Context: an optimization exercise on an open-source flow, tuned for small area. The choices shown serve that exercise and are no tape-out recipe. At most, simulation tests tie the RTL to the original design; equivalence was not proved. No driver is modelled on the clock port, so clock power and skew are understated where the tree is cut down; a real chip needs a root buffer or a tree. No activity file was given, so power comes from the tool's default toggle rates.

== build 62 ==
## sync
module sync (
  input  wire       clk,
  output reg        hs,
  output reg        vs,
  input  wire       reset,    
  output wire [3:0] R,
  output wire [3:0] G,
  output wire [3:0] B,
  input  wire       btn       
);
Size: ~17 I/O pins, about 2200 um2 of cells after synthesis.
==> flow/config.mk <==
export PLATFORM = sky130hd
export DESIGN_NAME = sync
export DESIGN_NICKNAME = sync
export VERILOG_FILES = /design/flow/design.v
export SDC_FILE = /design/flow/constraint.sdc
export NUM_CORES = 4
export LEC_CHECK = 0
export CAP_MARGIN = 20
export CORE_MARGIN = 2
export CORE_UTILIZATION = 40
export SLEW_MARGIN = 20
==> flow/constraint.sdc <==
create_clock -name core_clock -period 10.0 [get_ports {clk}]
set_input_delay 2.0000 -clock core_clock [delete_from_list [all_inputs] [get_ports {clk}]]
set_output_delay 2.0000 -clock core_clock [all_outputs]
set_load 0.01 [all_outputs]
standard.sh (not shown) runs the stock make flow with config.mk's settings and CLKGATE_MAP_FILE= SYNTH_SCRIPT=/design/flow/synth_recipe.tcl, a recipe that flattens the netlist after the stock synthesis.
==> flow/flow/run.sh <==
#!/bin/bash
set -o pipefail
bash standard.sh \
  BUFFER_PORTS_ARGS="-buffer_cell sky130_fd_sc_hd__buf_1" \
  POST_GLOBAL_PLACE_TCL="$PWD/flow/reset_buf.tcl" \
  POST_CTS_TCL="$PWD/flow/clk_root.tcl" \
  CTS_ARGS="-sink_clustering_enable -repair_clock_nets -dont_use_dummy_load" \
  finish > standard.log 2>&1
==> flow/flow/clk_root.tcl <==
set root_pins [get_pins -of_objects [get_nets clk] -filter "direction==input"]
if {[llength $root_pins] == 1} {
  set root [get_cells -of_objects $root_pins]
  set outnet [get_nets -of_objects [get_pins -of_objects $root -filter "direction==output"]]
  set loads [get_pins -of_objects $outnet -filter "direction==input"]
  set ok [expr {[llength $loads] <= 4}]
  foreach pin $loads {
    if {![string match "sky130_fd_sc_hd__clkbuf_*" [get_property [get_cells -of_objects $pin] ref_name]]} { set ok 0 }
  }
  if {$ok} {
    puts "removing clock root buffer [get_full_name $root] ([llength $loads] loads)"
    remove_buffers $root
  } else {
    puts "keeping clock root buffer [get_full_name $root]"
  }
}
==> flow/flow/reset_buf.tcl <==
# The reset input fans out to every asynchronously reset flip-flop: give its
# port buffer (inserted by buffer_ports) more drive than the other ports' buf_1.
foreach pin [get_pins -of_objects [get_nets reset]] {
  if {[get_property $pin direction] != "input"} { continue }
  set inst [get_cells -of_objects $pin]
  puts "reset port buffer [get_full_name $inst] [get_property $inst ref_name] -> sky130_fd_sc_hd__buf_4"
  replace_cell $inst sky130_fd_sc_hd__buf_4
}
diff inputs: build 62 => build 20
==> flow/run.sh (new file) <==
#!/bin/bash
# synth_recipe.tcl (not shown) runs the flow's synth.tcl, then flattens the netlist and writes it again
# the make line also repeats each setting of config.mk as NAME=value (left out here)
make -C /OpenROAD-flow-scripts/flow DESIGN_CONFIG=/design/flow/config.mk WORK_HOME=/design/flow/orfs CLKGATE_MAP_FILE= SYNTH_SCRIPT=/design/flow/synth_recipe.tcl finish
removed: flow/flow/run.sh
removed: flow/flow/clk_root.tcl
removed: flow/flow/reset_buf.tcl
removed: flow/standard.sh
Time the worst path needs with I/O delays and setup (build 20 over build 62): increase, 0.59 ns. As far as count of flip-flops with a built-in enable after synthesis goes, build 20 and build 62 are indistinguishable; the numbers are identical. For cell area, dividing the value from build 62 by the value from build 20 gives 0.940. Global routing usage on met1: build 20 vs build 62, no meaningful difference. Delta (build 20 minus build 62): number of global-route vias before repair shows an increase of 4.9%, total leakage power picked up an extra about 6%.
Setup changes, build 20 to build 83
==> flow/flow/run.sh (new file) <==
#!/bin/bash
# The standard layout (standard.sh: the standard synthesis and ORFS flow,
# unchanged), with two changes given on the make command line:
#  - every port buffer is the smallest buffer cell, buf_1, instead of the
#    tool's own pick (each input and output port still gets its buffer); the
#    reset input, which fans out to every asynchronously reset flip-flop,
#    then has its buffer upsized to buf_4 (flow/reset_buf.tcl, run right
#    after buffer_ports and global placement)
#  - the clock tree is built without dummy loads
# ORFS writes each step's full log under orfs/logs; make's output goes to
# standard.log.
set -o pipefail
bash standard.sh \
  BUFFER_PORTS_ARGS="-buffer_cell sky130_fd_sc_hd__buf_1" \
  POST_GLOBAL_PLACE_TCL="$PWD/flow/reset_buf.tcl" \
  CTS_ARGS="-sink_clustering_enable -repair_clock_nets -dont_use_dummy_load" \
  finish > standard.log 2>&1
==> flow/flow/reset_buf.tcl (new file) <==
# The reset input fans out to every asynchronously reset flip-flop: give its
# port buffer (inserted by buffer_ports) more drive than the other ports' buf_1.
foreach pin [get_pins -of_objects [get_nets reset]] {
  if {[get_property $pin direction] != "input"} { continue }
  set inst [get_cells -of_objects $pin]
  puts "reset port buffer [get_full_name $inst] [get_property $inst ref_name] -> sky130_fd_sc_hd__buf_4"
  replace_cell $inst sky130_fd_sc_hd__buf_4
}
==> flow/standard.sh (new file) <==
#!/bin/bash
# synth_recipe.tcl (not shown) runs the flow's synth.tcl, then flattens the netlist and writes it again
# the make line also repeats each setting of config.mk as NAME=value (left out here)
make -C /OpenROAD-flow-scripts/flow DESIGN_CONFIG=/design/flow/config.mk WORK_HOME=/design/flow/orfs CLKGATE_MAP_FILE= SYNTH_SCRIPT=/design/flow/synth_recipe.tcl "${@:-finish}"
removed: flow/run.sh
==> comparison <==
Cmp build 83 vs build 20: hold slack higher in build 83
Build 83 reports a lower power in the clock group than build 20 does.
Min data-path buffer share of cell area in the final layout across build 83 and build 20: build 83
| minimum period implied by the final worst setup slack | build 83 vs build 20 | better |
For the power, build 83 came in 23 uW lower than build 20 did.
Comparing build 83 against build 20, there is no change at all in number of input and output port buffers inserted.
Summary of the comparison: part of the power in registers is higher in build 83, relative to build 20.
The leakage power of build 83 was superior to that of build 20.
Build 83 vs. build 20: instance count after placement with tap cells included went down by 0.35%.
Comparing internal power of the cells for build 83 and build 20, the smaller number came from build 83.
The following lists how build 27 was set up differently from build 83:
==> flow/flow/run.sh <==
#!/bin/bash
# The standard layout (standard.sh: the standard synthesis script and the
# ORFS flow), with these changes given on the make command line:
#  - synthesis runs synth_recipe.tcl unchanged except that its final
#    technology mapping (ORFS synth.tcl's "abc" call, after dfflibmap, so the
#    registers are exactly the standard synthesis's) uses an area-oriented
#    ABC script, flow/abc_area.script, instead of ORFS's speed script
#  - every port buffer is the smallest buffer cell, buf_1, instead of the
#    tool's own pick (each input and output port still gets its buffer); the
#    reset input, which fans out to every asynchronously reset flip-flop,
#    then has its buffer upsized to buf_4 (flow/reset_buf.tcl, run right
#    after buffer_ports and global placement)
set -o pipefail
here=$PWD
{
  cat <<TCL
# synth_recipe.tcl with the final abc mapping redirected to flow/abc_area.script
proc abc {args} {
  set i [lsearch -exact \$args -script]
  if {\$i >= 0} { set args [lreplace \$args \$i [expr {\$i + 1}]] }
  yosys abc -script $here/flow/abc_area.script {*}\$args
}
TCL
  cat synth_recipe.tcl
} > synth_area.tcl
bash standard.sh \
  SYNTH_SCRIPT="$here/synth_area.tcl" \
  BUFFER_PORTS_ARGS="-buffer_cell sky130_fd_sc_hd__buf_1" \
  POST_GLOBAL_PLACE_TCL="$here/flow/reset_buf.tcl" \
  POST_CTS_TCL="$here/flow/clk_root.tcl" \
  CTS_ARGS="-sink_clustering_enable -repair_clock_nets -dont_use_dummy_load" \
  finish > standard.log 2>&1
==> flow/flow/abc_area.script (new file) <==
strash
dch
map -a
strash
dch
map -a
topo
stime -c
==> flow/flow/clk_root.tcl (new file) <==
set root_pins [get_pins -of_objects [get_nets clk] -filter "direction==input"]
if {[llength $root_pins] == 1} {
  set root [get_cells -of_objects $root_pins]
  set outnet [get_nets -of_objects [get_pins -of_objects $root -filter "direction==output"]]
  set loads [get_pins -of_objects $outnet -filter "direction==input"]
  set ok [expr {[llength $loads] <= 4}]
  foreach pin $loads {
    if {![string match "sky130_fd_sc_hd__clkbuf_*" [get_property [get_cells -of_objects $pin] ref_name]]} { set ok 0 }
  }
  if {$ok} {
    puts "removing clock root buffer [get_full_name $root] ([llength $loads] loads)"
    remove_buffers $root
  } else {
    puts "keeping clock root buffer [get_full_name $root]"
  }
}
[summary]
- Having completed the whole flow, build 27 delivered a layout that passed the timing, design-rule and antenna checks.
- Going from build 83 to build 27, final cell count without fillers increased by 4.8% relative to the old numbers; starting density of the core saw little to no change.
- Routed length on met3 shrinks slightly when moving from build 83 to build 27.
- When build 27 is set beside build 83, its core utilization turns out to be 0.74 points larger.
- The clock-buffer cell count number comes out higher for build 83 vs build 27.
- Going from build 83 to build 27, global-route usage grows by 1.4 points.
- [build 27] part of the power in combinational logic rose 0.3 points relative to build 83
- Relative to build 83, synthesized area has gone down in build 27.
- Of build 83 and build 27, build 83 shows the higher final setup slack of the worst path, with build 27 below it.


Another version of the RTL of sync (not shown whole).
Size in the first run: roughly 220 cells after synthesis, ~53 flip-flops, roughly 17 I/O pins, roughly 2400 um2 of cells after synthesis.
==> flow/config.mk <==
export PLATFORM = sky130hd
export DESIGN_NAME = sync
export DESIGN_NICKNAME = sync
export VERILOG_FILES = /design/flow/design.v
export SDC_FILE = /design/flow/constraint.sdc
export NUM_CORES = 4
export LEC_CHECK = 0
export CAP_MARGIN = 20
export CORE_MARGIN = 2
export CORE_UTILIZATION = 40
export SLEW_MARGIN = 20
==> flow/constraint.sdc <==
create_clock -name core_clock -period 10.0 [get_ports {clk}]
set_input_delay 2.0000 -clock core_clock [delete_from_list [all_inputs] [get_ports {clk}]]
set_output_delay 2.0000 -clock core_clock [all_outputs]
set_load 0.01 [all_outputs]
==> flow/flow/run.sh <==
#!/bin/bash
set -o pipefail
bash standard.sh \
  BUFFER_PORTS_ARGS="-buffer_cell sky130_fd_sc_hd__buf_1" \
  POST_GLOBAL_PLACE_TCL="$PWD/flow/reset_buf.tcl" \
  RECOVER_POWER=100 \
  CTS_ARGS="-sink_clustering_enable -repair_clock_nets -dont_use_dummy_load" \
  finish > standard.log 2>&1
==> flow/flow/reset_buf.tcl <==
# The reset input fans out to every asynchronously reset flip-flop: give its
# port buffer (inserted by buffer_ports) more drive than the other ports' buf_1.
foreach pin [get_pins -of_objects [get_nets reset]] {
  if {[get_property $pin direction] != "input"} { continue }
  set inst [get_cells -of_objects $pin]
  puts "reset port buffer [get_full_name $inst] [get_property $inst ref_name] -> sky130_fd_sc_hd__buf_4"
  replace_cell $inst sky130_fd_sc_hd__buf_4
}
The first run completed, yet does not pass: capacitance limit, slew limit.
Rerun with:
==> flow/flow/reset_buf.tcl (replaced) <==
# The reset input fans out to every asynchronously reset flip-flop: give its
# port buffer (inserted by buffer_ports) more drive than the other ports' buf_1.
foreach port {reset} {
  foreach pin [get_pins -of_objects [get_nets -of_objects [get_ports $port]]] {
    set inst [get_cells -of_objects $pin]
    puts "port $port: [get_full_name $inst] [get_property $inst ref_name] -> sky130_fd_sc_hd__buf_4"
    replace_cell $inst sky130_fd_sc_hd__buf_4
  }
}
Result:
- Now the flow stopped in global placement (3_3_place_gp)
- synthesized cell count stays the same
- area after synthesis does not change
Rerun with:
--- a/flow/flow/run.sh
+++ b/flow/flow/run.sh
@@ -5 +4,0 @@
-  POST_GLOBAL_PLACE_TCL="$PWD/flow/reset_buf.tcl" \
removed: flow/flow/reset_buf.tcl
Outcome: With this change the flow completed, yet does not pass: capacitance limit, slew limit. Synthesized area does not change. Synthesized cell count does not change.
Function was not checked in any run of this note: the RTL went through the layout flow alone.

-- re-timing with driven ports --
In the flow no input, the clock included, has a driving cell. The finished layouts below were timed again as built, in two steps. Step 1 assumes that a clkbuf_16 drives the clock port and a buf_2 every other input. Step 2 moves the port delays by t, midway between the first and last clock arrival at a register: inputs arrive t later, outputs are due t later. That takes back most of the time a late clock gives input paths. Slacks: ideal / step 1 / step 2; pairs: ideal / step 1.
run | t (ns) | slack for setup (ns) | worst hold slack (ns) | worst setup path after step 2
build 62 | 0.192 | 6.996 / 6.945 / 7.137 | 0.398 / 0.398 / 0.398 | register to output
build 20 | 0.331 | 6.405 / 6.380 / 6.711 | 0.394 / 0.394 / 0.394 | register to output
build 83 | 0.320 | 6.844 / 6.816 / 7.136 | 0.398 / 0.398 / 0.398 | register to output
build 27 | 0.192 | 6.614 / 6.614 / 6.614 | 0.400 / 0.400 / 0.400 | register to register
the first run of note 2 | 0.324 | 6.302 / 6.307 / 5.983 | 0.393 / 0.393 / 0.393 | input to register
the third run of note 2 | 0.320 | 6.294 / 6.298 / 5.978 | 0.389 / 0.389 / 0.389 | input to register
For the first run of note 2, which loses most, drivers alone change the setup slack by +0.005 ns; drivers and shift together by -0.319 ns.
